Context: an optimization exercise on an open-source flow, tuned for small area, a short achievable clock period and few clock cycles. The choices shown serve that exercise and are no tape-out recipe. The RTL was checked by simulation tests, not by an equivalence proof against the original design. Power figures rest on the tool's default switching activity, not on a simulated workload.

==> flow/design.v <==
module alu #(
    parameter DIV = 1               
) (
    input  wire [33:0] S,
    input  wire [33:0] C,
    input  wire [31:0] Y,
    input  wire        div,
    input  wire        idle,
    input  wire        sin,
    input  wire        mbit,
    output wire [33:0] SO,
    output wire [33:0] CO,
    output wire        qp,
    output wire        qn
);
    wire [3:0] p  = S[33:30] ^ C[33:30];
    wire [3:0] g  = S[33:30] & C[33:30];
    wire       c3 = g[2] | (p[2] & g[1]) | (p[2] & p[1] & g[0]);
    wire       f3 = p[3] ^ c3;
    wire       en = (DIV != 0) & div & ~idle;
    assign qp = en & ~f3;
    assign qn = en & f3 & ~(&p[2:0]);
    wire        add = qn | (~div & mbit);
    wire [33:0] X   = {qp, qp, ({32{qp}} & ~Y) | ({32{add}} & Y)};
    wire [33:0] S2  = {S[32:0], sin};
    wire [33:0] C2  = {C[32:0], 1'b0};
    assign SO = S2 ^ C2 ^ X;
    assign CO = {(S2[32:0] & C2[32:0]) | (X[32:0] & (S2[32:0] | C2[32:0])), qp};
endmodule
module alu_top (
    input  wire        clk,
    input  wire        rst,
    input  wire        in_valid,
    output wire        in_ready,
    input  wire [31:0] a,
    input  wire [31:0] b,
    input  wire [4:0]  op,
    input  wire        signed_op,
    output reg         out_valid,
    output reg  [31:0] y,
    output reg         zero,
    output reg         carry,
    output reg         overflow,
    output reg         negative,
    output reg         parity
);
    localparam [4:0] OP_MUL = 5'd11;
    localparam [4:0] OP_DIV = 5'd12;
    localparam K   = 8;             
    localparam KD  = 4;             
    localparam LKD = 2;             
    localparam [3:0] M_ADD = 4'd0, M_AND = 4'd1, M_OR  = 4'd2, M_XOR = 4'd3,
                     M_NOT = 4'd4, M_SHL = 4'd5, M_SHR = 4'd6, M_ROL = 4'd7,
                     M_ROR = 4'd8, M_PSB = 4'd9, M_ZRO = 4'd10;
    reg  [31:0] a_r, b_r, qn_r;
    reg  [4:0]  op_r;
    reg         s_r;
    reg         va, first, rdy;
    reg  [2:0]  cnt;                
    reg  [33:0] S, C;
    reg         cb, mb, vb;
    reg  [3:0]  md;
    assign in_ready = rdy;
    wire is_mul = (op_r == OP_MUL);
    wire is_div = (op_r == OP_DIV);
    wire dfirst = first & is_div;
    reg  [4:0] lz;
    integer i;
    always @(*) begin
        lz = 5'd0;
        for (i = 0; i < 32; i = i + 1)
            if (b_r[i]) lz = 5'd31 - i[4:0];
    end
    wire        bz = (b_r == 32'd0);
    wire [31:0] Y  = dfirst ? (b_r << lz) : b_r;   
    wire [LKD-1:0] kidle = dfirst ? ~lz[LKD-1:0] : {LKD{1'b0}};
    reg  [KD-1:0]  din;                             
    always @(*) begin
        for (i = 0; i < KD; i = i + 1)
            din[i] = dfirst & (i <= kidle) & a_r[(kidle - i) & (KD - 1)];
    end
    wire [31:0] a_sh = (a_r >> kidle) >> 1;
    wire [33:0] s0 = first ? (is_div ? {2'b00, a_sh} : 34'd0) : S;
    wire [33:0] c0 = first ? 34'd0 : C;
    wire [33:0] sv [0:K];
    wire [33:0] cv [0:K];
    wire [K-1:0] qpv, qnv;
    assign sv[0] = s0;
    assign cv[0] = c0;
    genvar g;
    generate
        for (g = 0; g < K; g = g + 1) begin : step
            alu #(.DIV(g < KD)) u_step (
                .S(sv[g]), .C(cv[g]), .Y(Y), .div(is_div),
                .idle(g < kidle), .sin(g < KD ? din[g % KD] : 1'b0), .mbit(a_r[31 - g]),
                .SO(sv[g + 1]), .CO(cv[g + 1]), .qp(qpv[K - 1 - g]), .qn(qnv[K - 1 - g])
            );
        end
    endgenerate
    wire [31:0] qp_cat = {(dfirst ? {(32-KD){1'b0}} : a_r[31-KD:0]), qpv[K-1:K-KD]};
    wire [31:0] qn_cat = {(first ? {(32-KD){1'b0}} : qn_r[31-KD:0]), qnv[K-1:K-KD]};
    wire [33:0] wsum   = sv[KD] + cv[KD];
    wire        wneg   = wsum[33];
    wire [2:0]  cnt_now = first ? (is_mul ? 3'd3 : lz[4:LKD]) : cnt;
    wire last = (cnt_now == 0);
    wire done = ~(is_mul | is_div) | last | (dfirst & bz);
    wire cont = va & ~done;
    wire       sub   = (op_r == 5'd1);
    wire [32:0] a_ext = {s_r & a_r[31], a_r};
    wire [32:0] b_ext = {s_r & b_r[31], b_r} ^ {33{sub}};
    reg [3:0] md_d;
    always @(*) begin
        case (op_r)
            5'd0, 5'd1, OP_MUL, OP_DIV: md_d = M_ADD;
            5'd2:  md_d = M_AND;
            5'd3:  md_d = M_OR;
            5'd4:  md_d = M_XOR;
            5'd5:  md_d = M_NOT;
            5'd6:  md_d = M_SHL;
            5'd7:  md_d = M_SHR;
            5'd8:  md_d = M_ROL;
            5'd9:  md_d = M_ROR;
            5'd10: md_d = M_PSB;
            default: md_d = M_ZRO;
        endcase
    end
    reg  [33:0] s_d, c_d;
    reg         cb_d;
    always @(*) begin
        if (dfirst & bz) begin
            s_d  = 34'd0;
            c_d  = 34'd0;
            cb_d = 1'b0;
        end else if (is_div & last) begin
            s_d  = {2'b00, qp_cat};
            c_d  = {2'b11, ~qn_cat};
            cb_d = ~wneg;
        end else if (is_div) begin
            s_d  = sv[KD];
            c_d  = cv[KD];
            cb_d = 1'b0;
        end else if (is_mul) begin
            s_d  = sv[K];
            c_d  = cv[K];
            cb_d = 1'b0;
        end else begin
            s_d  = {1'b0, a_ext};
            c_d  = {sub, b_ext};
            cb_d = sub;
        end
    end
    reg  [32:0] t;
    reg         cy;
    always @(*) begin
        cy = cb;
        for (i = 0; i < 33; i = i + 1) begin
            t[i] = S[i] ^ C[i] ^ cy;
            cy   = (S[i] & C[i]) | (S[i] & cy) | (C[i] & cy);
        end
    end
    reg [31:0] r;
    always @(*) begin
        case (md)
            M_ADD:   r = t[31:0];
            M_AND:   r = S[31:0] & C[31:0];
            M_OR:    r = S[31:0] | C[31:0];
            M_XOR:   r = S[31:0] ^ C[31:0];
            M_NOT:   r = ~S[31:0];
            M_SHL:   r = {S[30:0], 1'b0};
            M_SHR:   r = {1'b0, S[31:1]};
            M_ROL:   r = {S[30:0], S[31]};
            M_ROR:   r = {S[0], S[31:1]};
            M_PSB:   r = C[31:0];
            default: r = 32'd0;
        endcase
    end
    wire take = in_valid & rdy;
    always @(posedge clk) begin
        if (cont) begin
            a_r <= is_mul ? {a_r[31-K:0], {K{1'b0}}} : qp_cat;
            b_r <= Y;
        end else begin
            a_r  <= a;
            b_r  <= b;
            op_r <= op;
        end
        s_r   <= signed_op;
        qn_r  <= qn_cat;
        cnt   <= cnt_now - 1'b1;
        first <= ~cont;
        S  <= s_d;
        C  <= c_d;
        cb <= cb_d;
        md <= md_d;
        mb <= (op_r[4:1] == 4'd0);
        y        <= r;
        zero     <= (r == 32'd0);
        carry    <= mb & t[32];
        overflow <= mb & (t[32] ^ t[31]);
        negative <= r[31];
        parity   <= ^r;
        if (rst) begin
            va        <= 1'b0;
            vb        <= 1'b0;
            out_valid <= 1'b0;
            rdy       <= 1'b1;
        end else begin
            vb        <= va & done;
            out_valid <= vb;
            if (cont) begin
                va  <= 1'b1;
                rdy <= (cnt_now == 1);
            end else begin
                va  <= take;
                rdy <= ~(take & ((op == OP_MUL) |
                                 ((op == OP_DIV) & (b[31:32-KD] == 0))));
            end
        end
    end
endmodule
==> flow/run.sh <==
#!/bin/bash
# synth_recipe.tcl (not shown) runs the flow's synth.tcl, then flattens the netlist and writes it again
# the make line also repeats each setting of config.mk as NAME=value (left out here)
make -C /OpenROAD-flow-scripts/flow DESIGN_CONFIG=/design/flow/config.mk WORK_HOME=/design/flow/orfs CLKGATE_MAP_FILE= SYNTH_SCRIPT=/design/flow/synth_recipe.tcl finish
==> flow/config.mk <==
export PLATFORM = sky130hd
export DESIGN_NAME = alu_top
export DESIGN_NICKNAME = alu_top
export VERILOG_FILES = /design/flow/design.v
export SDC_FILE = /design/flow/constraint.sdc
export NUM_CORES = 4
export LEC_CHECK = 0
export CAP_MARGIN = 20
export CORE_MARGIN = 2
export CORE_UTILIZATION = 40
export PLACE_DENSITY = 0.6
export SLEW_MARGIN = 20
==> flow/constraint.sdc <==
create_clock -name core_clock -period 100.0 [get_ports {clk}]
set_input_delay 20.0000 -clock core_clock [delete_from_list [all_inputs] [get_ports {clk}]]
set_output_delay 20.0000 -clock core_clock [all_outputs]
set_load 0.01 [all_outputs]
==> flow_metrics.tcl <==
set metrics [dict create \
    status "complete, no violations" \
    synth_compound_area_share_pct 19.07 \
    grt_max_degree 79 \
    worst-setup-path-type "reg -> out" \
    post-route-util_pct 45.16 \
    cp_max_fo 2 \
    reg2regPathDepth 60 \
    synthAdderAreaFrac_pct 29.71 \
    cts-resized-gates 0 \
    synth_xor_area_share_pct 2.490 \
    ys_seq_area_share_pct 17.52 \
    drtIter0Drc 2775 \
    setup_violations 0 \
    cp_data_arrival_time_ns 1.49 \
    clockBufferDepth 3 \
    synth_top_area_share_pct 22.05 \
    vias 23461 \
    routed_wl_um 103300 \
    synth_seq_cells 216 \
    rsz0062_at_grt "no" \
    synth.area.mux_share_pct 7.446 \
    timing.final.ws_setup_ns 78.51 \
    syn_nets 3499 \
    rows 91 \
    slew-limit-headroom_pct 24.83 \
    r2r_setup_slack_ns 81.02 \
    numCtsBuffers 30 \
    synth_edf_count 5 \
    die_height_um 253.9 \
    fin_crit_ns 21.49 \
    synth_area_leaders "fa_1, dfxtp_1, ha_1, mux2i_1, nor2_1" \
    grt_pass1_wl_um 153500 \
    cp-start-kind "register" \
    synth_top_family_by_area "adder cells" \
    synthTopCellsByCount "nor2_1, nand2_1, inv_1, fa_1, dfxtp_1" \
    die_area_um2 64440 \
    grt.total_usage_pct 32.00 \
    yosysMostFrequentCell "nor2_1" \
    fin_setup_tns_ns 0 \
    fill_cells 6157 \
    grt_remaining_overflow 0 \
    cp_slowest_cell "clkdlybuf4s50_1" \
    cts-htree-levels 1 \
    drive_gt1_share_pct 6.940 \
    p_leak_uw 0.01247 \
    period_share_pct 21.49 \
    synthSimpleGateAreaFrac_pct 15.65 \
    drt-vias-per-instance 6.116 \
    power_density_nw_per_um2 15.92 \
    ant_nets 0 \
    first_pass_iters 6 \
    required_ns 80.00 \
    yosys_warnings 1 \
    dp_hpwl_um 78040 \
    crit_chain "clkdlybuf4s50_1" \
    routedWlPerCell_um 26.93 \
    yosys.area.top_type "fa_1" \
    gp_congestion 0.9810 \
    top_level_ports 112 \
    r2r_end "C[28]" \
    port_buffers 111 \
    fin_nets 3476 \
    reg2reg_from "op_r[1]" \
    post-cts-setup-buffers 0 \
    grt_pass1_vias 23256 \
    critPathBufInv 1 \
    max_cap_violations 0 \
    holdPathEnd "carry" \
    route.detailed.drc 0 \
    fp.dieW_um 253.9 \
    pre_cts_ws_ns 78.16 \
    hold_buffers 0 \
    hold_start "mb" \
    fmax_mhz 46.54 \
    synth_flop_cell "dfxtp_1" \
    insertion_delay_ns 0.62 \
    start_util_pct 40.46 \
    multi_input_area_um2 18650 \
    cts_sinks 216 \
    cts.clk_slew.worst_paths_ns 0.06 \
    endpoint_kind "primary output" \
    area_growth_pct 11.59 \
    hold_viol_final 0 \
    slew_violations 0 \
    finalPower_uw 443.6 \
    cts_tree "done" \
    worst_slew_pin_slew_ns 1.123 \
    crit_family "buffers and inverters" \
    syn_inst 2998 \
    cts_root_buffer "clkbuf_16" \
    hold_path.class "reg -> reg" \
    cpPeakStageDelay_ns 0.54 \
    fin_skew_ns 0.02111 \
    synth_cell_types 91 \
    ff_latch_area_um2 4375 \
    hold_path_depth 1 \
    max-vdd-ir-drop_mv 0.01161 \
    grt_antenna_before_repair 2 \
    syn_area_um2 24970 \
    avgSynthCellArea_um2 8.329 \
    async_flop_share_pct 0 \
    coreArea_um2 61710 \
]
[flip-flops by register name, indices dropped and copies added (netlist names)]
signal     count
S             34
cnt            3
y             32
va             1
vb             1
qn_r          28
out_valid      1
cb             1
a_r           32
op_r           5
b_r           32
carry          1
C             34
zero           1
overflow       1
s_r            1
parity         1
rdy            1
first          1
md             4
mb             1
[kinds of logic after synthesis]
| group | Yosys count |
|---|---|
| simple gates | 886 |
| compound gates | 692 |
| buf+inv | 527 |
| fa+ha+maj | 428 |
| flops | 216 |
| mux | 178 |
| xor+xnor | 71 |
[layout by cell type, fill, tap and decap left out, types with 7 or more instances in the layout]
cell,count
nor2_1,330
nand2_1,309
inv_1,282
fa_1,275
dfxtp_1,210
ha_1,153
a21oi_1,152
mux2i_1,152
o21ai_0,138
clkdlybuf4s50_1,111
buf_4,75
a211oi_1,63
xnor2_1,61
and3_1,45
o22ai_1,42
nor3_1,40
nor2b_1,32
nand3_1,31
clkbuf_16,31
a32o_1,28
a31oi_1,27
a2111oi_0,25
a221o_1,25
mux2_2,21
a221oi_1,19
a2bb2oi_1,17
nor4_1,16
a22oi_1,16
o21a_1,13
a21o_1,12
o211ai_1,11
nand2b_1,11
nand4_1,11
xor2_1,10
and2_1,10
a311oi_1,9
o31ai_1,8
a22o_1,8
o221ai_1,7
[final cells by class]
type / count / share of cell area [%]
diodes: 2 / 0.01796
clock buffers: 38 / 3.058
clock inverters: 16 / 0.6555
inverters: 286 / 3.861
multi-input cells: 2255 / 66.94
flip-flops and latches: 216 / 15.70
well taps: 837 / 3.758
repair buffers: 186 / 6.008
[power by group]
| part | switching [uW] | leakage (uW) | internal (uW) |
|---|---|---|---|
| registers | 10.4 | 0.00181 | 94.3 |
| logic | 129 | 0.0102 | 97.1 |
| clock network | 47.6 | 0.000493 | 65.7 |
| total | 187 | 0.0125 | 257 |
[metrics by stage]
step	std cells	instance area, um2	hold WS (ns)
5_1_grt	3834	27860	0.4712
3_3_place_gp	3780	26820	0.4209
3_5_place_dp	3780	26830	0.4361
6_report	3836	27870	0.4469
2_1_floorplan	2998	24970	0.4138
4_1_cts	3834	27860	0.4504
[metal layers]
layer / GRT usage (%) / up-vias / routed length [um]
met5: 0 / - / 10
met4: 11.80 / 2 / 4436
met3: 7.160 / 204 / 10880
met2: 49.46 / 1390 / 45530
met1: 43.71 / 11624 / 42460
li1: - / 10241 / -
[how the worst max path moves through the flow]
stage                      from  endpoint  slack (ns)  cells past startpoint
final                       rdy  in_ready       78.51                      1
after CTS                   rdy  in_ready       78.48                      1
after detailed placement  b[29]       rdy       78.16                      6
after floorplan           b[30]       rdy       79.10                      5
after global placement    b[30]       rdy       78.12                      6
after global routing        rdy  in_ready       78.47                      1
[worst reg2reg max path, delay by kind of cell, from the launching register on]
kind	cells	cell delay, ns
fa+ha+maj	13	4.73
compound gates	16	4.51
simple gates	13	3.71
buf+inv	10	3.09
xor+xnor	5	1.53
mux	3	0.75
flops	1	0.45
Testbench counts, summed over its fixed seeds: cycles 20,987.

[what the ideal ports hide]
Ports are ideal in the flow. The routed layout listed here was re-timed in OpenROAD.
Step 1 (the two cells are an assumption about what drives the block):
set clk [get_ports {clk}]
set_driving_cell -lib_cell sky130_fd_sc_hd__clkbuf_16 $clk
set_driving_cell -lib_cell sky130_fd_sc_hd__buf_2 [delete_from_list [all_inputs] $clk]
Step 2 times the ports against the registers' clock, not the clock port: input delays grow and output delays shrink by t, the midpoint of the rising clock arrivals with the driver on.
a / b / c = ideal ports / drivers / drivers and shift; a / b = the first two.
shift t [ns]: 0.673
setup slack, ns: 78.515 / 78.453 / 78.151
worst register clock-pin slew, ns: 0.07 / 0.07
After both steps this run still meets setup and hold. For this run, drivers alone change the setup slack by -0.062 ns; drivers and shift together by -0.364 ns.
